Context: an optimization exercise on an open-source flow, tuned for small area, a short achievable clock period and few clock cycles. The choices shown serve that exercise and are no tape-out recipe. Only simulation tests tie the RTL to the original design; equivalence was not proved. Power figures rest on the tool's default switching activity, not on a simulated workload.

File: config.mk
export PLATFORM = sky130hd
export DESIGN_NAME = mnist_conv
export DESIGN_NICKNAME = mnist_conv
export VERILOG_FILES = /design/flow/design.v
export SDC_FILE = /design/flow/constraint.sdc
export NUM_CORES = 4
export LEC_CHECK = 0
export CAP_MARGIN = 20
export CORE_MARGIN = 2
export CORE_UTILIZATION = 40
export SLEW_MARGIN = 20
File: constraint.sdc
create_clock -name core_clock -period 8.0 [get_ports {clk}]
set_input_delay 1.6000 -clock core_clock [delete_from_list [all_inputs] [get_ports {clk}]]
set_output_delay 1.6000 -clock core_clock [all_outputs]
set_load 0.01 [all_outputs]
File: design.v
module signed_mult (clk, a, b, out);
	input      signed  clk;
	output 	signed  [15:0]	out; 
	input 	signed	[15:0] 	a; 
	input 	signed	[15:0] 	b; 
	wire 	signed	[31:0]	mult_out;
	assign out = a * b;
endmodule
module element_process(clk, reset, a, b, out);
    parameter DATA_WIDTH = 16;
    input      signed  clk;
    input      signed  reset;
    input      signed  [DATA_WIDTH-1:0] a;
    input      signed  [DATA_WIDTH-1:0] b;
    output reg signed  [DATA_WIDTH-1:0] out;
    wire signed [DATA_WIDTH-1:0] mulResult;
    signed_mult multiplication (clk, a, b, mulResult);
    always @(posedge clk) begin
        if (reset) begin
            out <= 0;
        end
        else begin
            out <= out + mulResult;
        end
    end
endmodule
module conv_unit(
    input clk,
    input reset,
    input start,
    output reg done,
    input  wire [11:0] sram1_start_address,
    input  wire [11:0] sram2_start_address,
    output reg [11:0] sram_address_1,
    input  wire [15:0] sram_readdata_1,
    output reg [15:0] sram_writedata_1,
    output reg        sram_write_1,
    output reg [11:0] sram_address_2,
    input  wire [15:0] sram_readdata_2,
    output reg [15:0] sram_writedata_2,
    output reg        sram_write_2,
    input  wire [5:0]  src1_row_size,
    input  wire [5:0]  src1_col_size,
    input  wire [5:0]  src2_row_size,
    input  wire [5:0]  src2_col_size,
    input  wire [11:0] dest_start_address,
    output reg [11:0] dest_address,
    output reg [15:0] dest_writedata,
    input  wire [15:0] dest_readdata,
    output reg        dest_write
);
    reg  [2:0]  state;
    reg  [2:0]  internal_state;
    reg [15:0]  imag_data, weight1, weight2, weight3;
    wire [15:0]  operand_output[2:0];
    reg [15:0]  kernel_output[2:0];
    reg  [3:0]  conv_counter;
    reg  [4:0]  kernel_counter;
    reg  [1:0]  store_counter;
    reg  [9:0]  imag_counter;
    reg [15:0]  kernel1 [8:0];
    reg [15:0]  kernel2 [8:0];
    reg [15:0]  kernel3 [8:0];
    reg         internal_reset1, internal_reset2, internal_reset3;
    element_process processUnit1 (clk, internal_reset1, imag_data, weight1, operand_output[0]);
    element_process processUnit2 (clk, internal_reset2, imag_data, weight2, operand_output[1]);
    element_process processUnit3 (clk, internal_reset3, imag_data, weight3, operand_output[2]);
    always @(posedge clk) begin
        if (reset) begin
            internal_state <= 0;
        end
        else if (internal_state == 0 && ( (state == 1 && kernel_counter == (src1_row_size-2)) || (state == 2 || state == 3) ) )begin
            internal_state <= 1;
        end
        else if (internal_state == 1 && conv_counter == 7) begin
            internal_state <= 3;
        end
        else if ( (conv_counter+2) % 3 == 0 && internal_state == 1 ) begin
            internal_state <= 2;
        end
        else if (internal_state == 2 && conv_counter != 7) begin
            internal_state <= 1;
        end
        else if (internal_state == 3) begin
            internal_state <= 4;
        end
        else if (internal_state == 4) begin
            internal_state <= 5;
        end
        else if (internal_state == 5 && store_counter == 2) begin
            internal_state <= 0;
        end
        else begin
            internal_state <= internal_state;
        end
    end
    always @(posedge clk) begin
        if (reset) begin
            state <= 0;
        end
        else if (start) begin
            if (state == 0) begin
                state <= 1;
            end 
        end
        else if (state == 1 && kernel_counter == (src1_row_size-2)) begin
            state <= 2;
        end
        else if (state == 2 && internal_state == 5 && store_counter == 2) begin
            state <= 3;
        end
        else if (state == 3 && imag_counter == (src1_row_size-2)*(src1_row_size-2)-1 && internal_state == 0 && store_counter == 3) begin
            state <= 4;
        end
        else begin
            state <= state;
        end
    end 
    always @(posedge clk) begin
        if (reset) begin
            conv_counter <= 0;
            imag_counter <= 0;
            sram_address_1 <= 0;
            internal_reset1 <= 1;
            internal_reset2 <= 1;
            internal_reset3 <= 1;
            dest_write <= 0;
            store_counter <= 0;
        end
        else begin
            if (internal_state == 0 && state == 1 && kernel_counter == 26) begin
                conv_counter <= conv_counter + 1;
            end
            if ((state == 1 && kernel_counter == 25)) begin
                sram_address_1 <= sram1_start_address;
                internal_reset1 <= 0;
                internal_reset2 <= 0;
                internal_reset3 <= 0;
                dest_write <= 0;
                store_counter <= 0;
            end
            else if ((state == 1 && kernel_counter == 24)) begin
                sram_address_1 <= sram1_start_address;
            end
            else if ((state == 1 && kernel_counter == (src1_row_size-2))) begin
                sram_address_1 <= sram_address_1 + 1;
            end
            else if (state == 2 || state == 3) begin
                case (internal_state)
                    0: begin  
                        dest_write <= 0;
                        store_counter <= 0;
                        sram_address_1 <= sram_address_1 + 1;
                        if (store_counter == 3) begin
                            imag_counter <= imag_counter + 1;
                        end
                        conv_counter <= conv_counter + 1;
                    end
                    1: begin  
                        sram_address_1 <= sram_address_1 + 1;
                        conv_counter <= conv_counter + 1;
                    end
                    2: begin  
                        sram_address_1 <= sram_address_1 + src1_col_size - 2;
                        conv_counter <= conv_counter + 1;
                    end
                    3: begin  
                        if ((imag_counter + 1) % 26 == 0 && imag_counter > 0) begin
                            sram_address_1 <= sram_address_1 - (src1_col_size*2) + 1; 
                        end
                        else begin
                            sram_address_1 <= sram_address_1 - (src1_col_size*2) - 1; 
                        end
                        conv_counter <= conv_counter + 1;
                        internal_reset1 <= 1;
                        internal_reset2 <= 1;
                        internal_reset3 <= 1;
                    end
                    4: begin 
                        conv_counter <= 0;
                        dest_writedata <= operand_output[store_counter];
                        dest_write <= 1;
                        if (state == 2) begin
                            dest_address <= dest_start_address;
                        end
                        else if (state == 3) begin
                            dest_address <= dest_address - 2*(src1_row_size-2)*(src1_row_size-2)+1;
                        end
                        kernel_output[0] <= operand_output[0];
                        kernel_output[1] <= operand_output[1];
                        kernel_output[2] <= operand_output[2];
                        store_counter <= store_counter + 1;
                    end
                    5: begin   
                        dest_writedata <= kernel_output[store_counter];
                        dest_address <= dest_address + (src1_row_size-2)*(src1_row_size-2);
                        store_counter <= store_counter + 1;
                        if (store_counter == 2) begin
                            internal_reset1 <= 0;
                            internal_reset2 <= 0;
                            internal_reset3 <= 0;
                        end
                    end
                endcase
            end
        end
    end
    always @(posedge clk) begin
        if (reset) begin
            kernel_counter <= 0;
				done <= 0;
        end
        case(state)
            0: begin
                sram_address_2 <= sram2_start_address;
            end
            1: begin
                sram_address_2 <= sram_address_2 + 1;
                kernel_counter <= kernel_counter + 1;
                if (kernel_counter < 9) begin 
                    kernel1[kernel_counter] <= sram_readdata_2;
                end
                else if (kernel_counter < 18) begin
                    kernel2[kernel_counter-9] <= sram_readdata_2;
                end
                else begin
                    kernel3[kernel_counter-18] <= sram_readdata_2;
                end
            end
             4: begin
                 done <= 1'd1;
            end
        endcase
    end
    always @(*) begin
        imag_data = sram_readdata_1;
        weight1 = kernel1[conv_counter];
        weight2 = kernel2[conv_counter];
        weight3 = kernel3[conv_counter];
    end
endmodule
module mnist_conv (
    input  wire        clk,
    input  wire        reset,
    input  wire        start,
    output wire        done,
    input  wire [11:0] img_base,
    input  wire [11:0] krn_base,
    input  wire [11:0] dst_base,
    output wire [11:0] img_addr,
    input  wire [15:0] img_rdata,
    output wire [11:0] krn_addr,
    input  wire [15:0] krn_rdata,
    output wire [11:0] dst_addr,
    output wire [15:0] dst_wdata,
    output wire        dst_we
);
    wire [15:0] unused_wd1, unused_wd2;
    wire        unused_w1, unused_w2;
    conv_unit conv_layer (
        .clk(clk),
        .reset(reset),
        .start(start),
        .done(done),
        .sram1_start_address(img_base),
        .sram2_start_address(krn_base),
        .sram_address_1(img_addr),
        .sram_readdata_1(img_rdata),
        .sram_writedata_1(unused_wd1),
        .sram_write_1(unused_w1),
        .sram_address_2(krn_addr),
        .sram_readdata_2(krn_rdata),
        .sram_writedata_2(unused_wd2),
        .sram_write_2(unused_w2),
        .src1_row_size(6'd28),
        .src1_col_size(6'd28),
        .src2_row_size(6'd3),
        .src2_col_size(6'd3),
        .dest_start_address(dst_base),
        .dest_address(dst_addr),
        .dest_writedata(dst_wdata),
        .dest_readdata(16'd0),
        .dest_write(dst_we)
    );
endmodule
File: run.sh
#!/bin/bash
# synth_recipe.tcl (not shown) runs the flow's synth.tcl, then flattens the netlist and writes it again
# the make line also repeats each setting of config.mk as NAME=value (left out here)
make -C /OpenROAD-flow-scripts/flow DESIGN_CONFIG=/design/flow/config.mk WORK_HOME=/design/flow/orfs CLKGATE_MAP_FILE= SYNTH_SCRIPT=/design/flow/synth_recipe.tcl finish
==> out/results.tsv <==
stage	metric	value	unit
run_status	status	complete, no violations	
finish	Nets	4241	
setup_path	critical-path maximum fanout	38	
logic_synthesis	post-synthesis cell count	3535	
grt	gr ovfl total	0	
logic_synthesis	FFs w/ async S/R, synth	0	%
floorplan	die height	322	um
logic_synthesis	top_reg_cell synth	edfxtp_1	
worst_hold_path	Hold Path Cell Cnt	0	
sta	Slew @ Worst Pin	1.15	ns
routing	remaining antenna violation count	0	
power	switching component of the power	0.00303	W
floorplan	Initial Utilization	40.4	%
sta	max-slew violation count	0	
clocking	# hold bufs at CTS	0	
sta	fmax	141	MHz
finish	antenna fix cells	0	
clocking	CTS tree	done	
routing	Iter 0 DRT Violations	1982	
logic_synthesis	post-synthesis register bit count	610	
clocking	post-CTS sizing	0	
sta	Final Setup Violations	0	
sta	Setup Total Neg Slack	0	ns
placed_design	dpl cell area	43400	um2
routing	drt via density	5.25	
setup_path	Crit Path Category	reg -> reg	
sta	Final Hold Fails	0	
logic_synthesis	Yosys warning total	4	
power	Power per Cell Area	213	nW/um2
setup_path	Critical path buffers and inverters	5	
worst_hold_path	Hold EP	conv_layer.kernel_output[1][2]	
routing	DRC	0	
grt	largest net degree at the start of global routing	83	
clocking	total clock buffers created by CTS	73	
power	peak supply drop	0.197	mV
power	Clk pwr share	33.9	%
routing	Vias	26319	
logic_synthesis	post-synthesis sequential area ratio	43.2	%
grt	first-pass GRT wire length	157	mm
clocking	Clock Latency Late Sink	0.68	ns
power	Leak	18.3	nW
sta	Fin Clk Skew	0.0713	ns
placed_design	dpl hpwl	69.4	mm
setup_path	R2R cell count	25	
setup_path	Top delay family on crit path	adder cells	
logic_synthesis	Synth Area in Compound Gates	6.73	%
logic_synthesis	multiplexer share of the synthesized area	6.72	%
power	Combinational Power Share	30.0	%
floorplan	Core Footprint	100000	um2
routing	Post-Route WL	99.5	mm
sta	worst setup margin	0.898	ns
routing	TritonRoute pass-1 iters	5	
logic_synthesis	Mapped Avg Cell Area	11.4	um2
sta	final worst-path cycle share	88.8	%
logic_synthesis	number of flops mapped to enable cells by yosys	525	
setup_path	setup slack, reg-to-reg	0.90	ns
clocking	number of clock sinks	610	
clocking	# Post-CTS Setup Buffers	0	
clocking	clk root buf	clkbuf_16	
setup_path	CP required	8.51	ns
finish	Area growth, synth to finish	13.2	%
setup_path	Critical R2R Capture	conv_layer.processUnit2.out[15]	
setup_path	CP Launch Type	flip-flop	
sta	min cycle time layout	7.10	ns
power	Switching Share	31.2	%
logic_synthesis	Post-Syn Area	40400	um2
logic_synthesis	simple-gate share of the synthesized area	12.4	%
logic_synthesis	area share of the largest cell type after synthesis	39.0	%
routing	Routed WL per cell	19.8	um
setup_path	CP Capture Type	flip-flop	
worst_hold_path	Hold Crit Class	reg -> reg	
placed_design	Place WS	0.596	ns
grt	total track usage	19.7	%
logic_synthesis	adder-cell share of the synthesized area	21.1	%
floorplan	Rows	116	
logic_synthesis	top cells by area, synth	edfxtp_1 39%, fa_1 14%, ha_1 7.3%	
logic_synthesis	largest family of logic cells by synthesized area	adder cells	
setup_path	Most common cell on crit path	fa_1	
worst_hold_path	hold path start	conv_layer.processUnit2.out[2]	
grt	initial antenna violation count	3	
clocking	H-tree depth	3	
logic_synthesis	Net Count, Synth	4120	
finish	Cell Count, Final, Fillers Out	5012	
floorplan	I/O pin cnt	125	
logic_synthesis	XOR/XNOR share of the synthesized area	4.18	%
logic_synthesis	Synth cell types	94	
floorplan	die area	104000	um2
power	part of the power in registers	36.1	%
power	internal power	0.00670	W
clocking	Clock Path Buffers	3	
finish	post-route cell area	45800	um2
finish	Layout Utilization	45.7	%
sta	RSZ-0062 raised after global routing	false	
flow_run	max cap viols	0	
setup_path	Critical Path AT	7.61	ns
setup_path	slowest CP cell	o21ai_1	
setup_path	r2r startpoint	conv_layer.conv_counter[1]	
setup_path	Max stage delay on crit path	0.85	ns
clocking	Reg clk slew, reported paths	0.07	ns
finish	layout cell share with drive strength beyond 1	9.72	%
sta	Worst slew margin	22.9	%
logic_synthesis	Synth area leader	edfxtp_1	
floorplan	Chip Width	322	um
placed_design	placed cell count	4879	
placed_design	port bufs	124	
grt	number of global-route vias before repair	27172	
placed_design	routability congestion estimate	0.861	
[cell usage in the layout (no fill, tap or decap), types with 13 or more instances in the layout]
| cell type | instances |
|---|---|
| a21o_1 | 17 |
| a21oi_1 | 99 |
| a221oi_1 | 23 |
| a31oi_1 | 36 |
| and2_1 | 121 |
| and3_1 | 22 |
| buf_2 | 13 |
| buf_4 | 84 |
| clkbuf_16 | 73 |
| clkdlybuf4s50_1 | 111 |
| clkinv_2 | 17 |
| dfxtp_1 | 81 |
| edfxtp_1 | 525 |
| fa_1 | 279 |
| ha_1 | 235 |
| inv_1 | 423 |
| mux2i_1 | 45 |
| mux4_2 | 98 |
| nand2_1 | 511 |
| nand2b_1 | 31 |
| nand3_1 | 35 |
| nor2_1 | 141 |
| nor2b_1 | 103 |
| nor3_1 | 36 |
| o21ai_0 | 60 |
| o21ai_1 | 25 |
| o21bai_1 | 19 |
| xnor2_1 | 152 |
| xor2_1 | 41 |
[worst register-to-register path, stage by stage, from the launching register on]
cell and delay [ns]:
dfxtp_4 0.58, buf_12 0.31, mux4_2 0.26, mux2i_1 0.15, o21ai_1 0.85, nand2_1 0.20, fa_1 0.57, inv_1 0.05
fa_1 0.47, ha_1 0.23, fa_1 0.53, inv_1 0.05, fa_1 0.46, fa_1 0.55, inv_1 0.04, ha_1 0.27
inv_1 0.10, o21bai_1 0.11, a21oi_1 0.16, o21bai_1 0.11, a21oi_1 0.18, o21bai_1 0.12, a21o_1 0.19, a21oi_1 0.20
xnor2_1 0.14, nor2_1 0.05
[state kept, by name, indices dropped and copies added, names as in the netlist, 16 cells and up]
signal and cells:
conv_layer.kernel2 144, conv_layer.dest_writedata 16, conv_layer.processUnit2.out 16, conv_layer.processUnit1.out 16
conv_layer.kernel3 144, conv_layer.processUnit3.out 16, conv_layer.kernel_output 48, conv_layer.kernel1 144
[through the flow]
stage	hold slack, ns	power (W)
after global placement	0.450	0.00649
after CTS	0.471	0.00986
after global routing	0.490	0.0104
after detailed placement	0.456	0.00654
final	0.466	0.00973
after floorplan	0.437	0.00591
[routing by layer]
metal,GRT usage (%),part of all wire [%],up-vias
li1,-,-,12317
met1,26.4,44,13182
met2,33.0,48,678
met3,3.40,5.7,136
met4,5.29,2.3,6
met5,0,0.033,-
[layout make-up]
| class | count | area, um2 |
|---|---|---|
| Clock buffer | 85 | 1880 |
| Sequential cell | 610 | 17500 |
| Timing Repair Buffer | 215 | 1950 |
| Clock inverter | 48 | 517 |
| Inverter | 425 | 1600 |
| Tap cell | 1298 | 1620 |
| Fill cell | 9233 | 54400 |
| Multi-Input combinational cell | 2331 | 20700 |
[cells in the mapped netlist (7+ instances only)]
master / n
edfxtp_1: 525
nand2_1: 512
inv_1: 423
fa_1: 279
ha_1: 235
xnor2_1: 152
nor2_1: 141
clkbuf_1: 134
and2_1: 122
nor2b_1: 103
a21oi_1: 99
mux4_2: 98
dfxtp_1: 85
o21ai_0: 70
mux2i_1: 45
xor2_1: 41
nor3_1: 38
a31oi_1: 36
nand3_1: 35
nand2b_1: 31
a221oi_1: 23
buf_1: 23
and3_1: 22
o21bai_1: 19
a21o_1: 17
o21ai_1: 16
o211ai_1: 12
o22ai_1: 12
a211oi_1: 11
nand4_1: 11
or3_1: 10
nor3b_1: 8
o221ai_1: 8
buf_2: 7
nor4_1: 7
o32ai_1: 7
or2_2: 7
[power groups by stage]
stage	combinational, W	clock, W	sequential, W
6_report	0.00291	0.00330	0.00352
5_1_grt	0.00340	0.00349	0.00352
4_1_cts	0.00298	0.00337	0.00352
3_5_place_dp	0.00296	0	0.00358
3_3_place_gp	0.00290	0	0.00358
2_1_floorplan	0.00234	0	0.00357
[worst max-delay path by stage]
stage                                     startpoint  cells after the start                              end  slack, ns
final                     conv_layer.conv_counter[1]                     25  conv_layer.processUnit2.out[15]       0.90
after global routing      conv_layer.conv_counter[1]                     25  conv_layer.processUnit2.out[15]       0.50
after CTS                 conv_layer.conv_counter[1]                     25  conv_layer.processUnit2.out[15]       0.90
after detailed placement                img_rdata[7]                     23  conv_layer.processUnit3.out[15]       0.60
after global placement                  img_rdata[7]                     23  conv_layer.processUnit1.out[15]       0.64
after floorplan           conv_layer.conv_counter[0]                     31  conv_layer.processUnit1.out[15]       0.08
[cells by family (layout without fill, tap and decap cells)]
group | after synthesis | in the layout
AND/OR/NAND/NOR | 1066 | 1066
flip-flops | 610 | 610
buffers and inverters | 594 | 773
adder cells (fa/ha/maj) | 516 | 516
AO/OA/AOI/OAI | 409 | 409
XOR/XNOR | 193 | 193
multiplexers | 147 | 147
Testbench counts, summed over its fixed seeds: cycles 195,384.

## separate check: timing with driven ports
No port has a modelled driver above. Below, the same layout with a new extraction and two added sets of constraints.
Step 1: set_driving_cell puts a clkbuf_16 on clk and a buf_2 on each other input, an assumption about the parent block.
Step 2 also shifts input and output timing later by t, the mid clock arrival at the registers, as if the neighbouring blocks saw the same clock.
Three values: ideal ports, drivers, drivers and shift; two values: the first two.
t (ns): 0.712
slack for setup (ns): 0.898 / 0.898 / 0.449
cell pins on the clock port's net: 1
After both steps setup and hold are still met in this run. For this run, drivers alone change the setup slack by 0.000 ns; drivers and shift together by -0.449 ns.
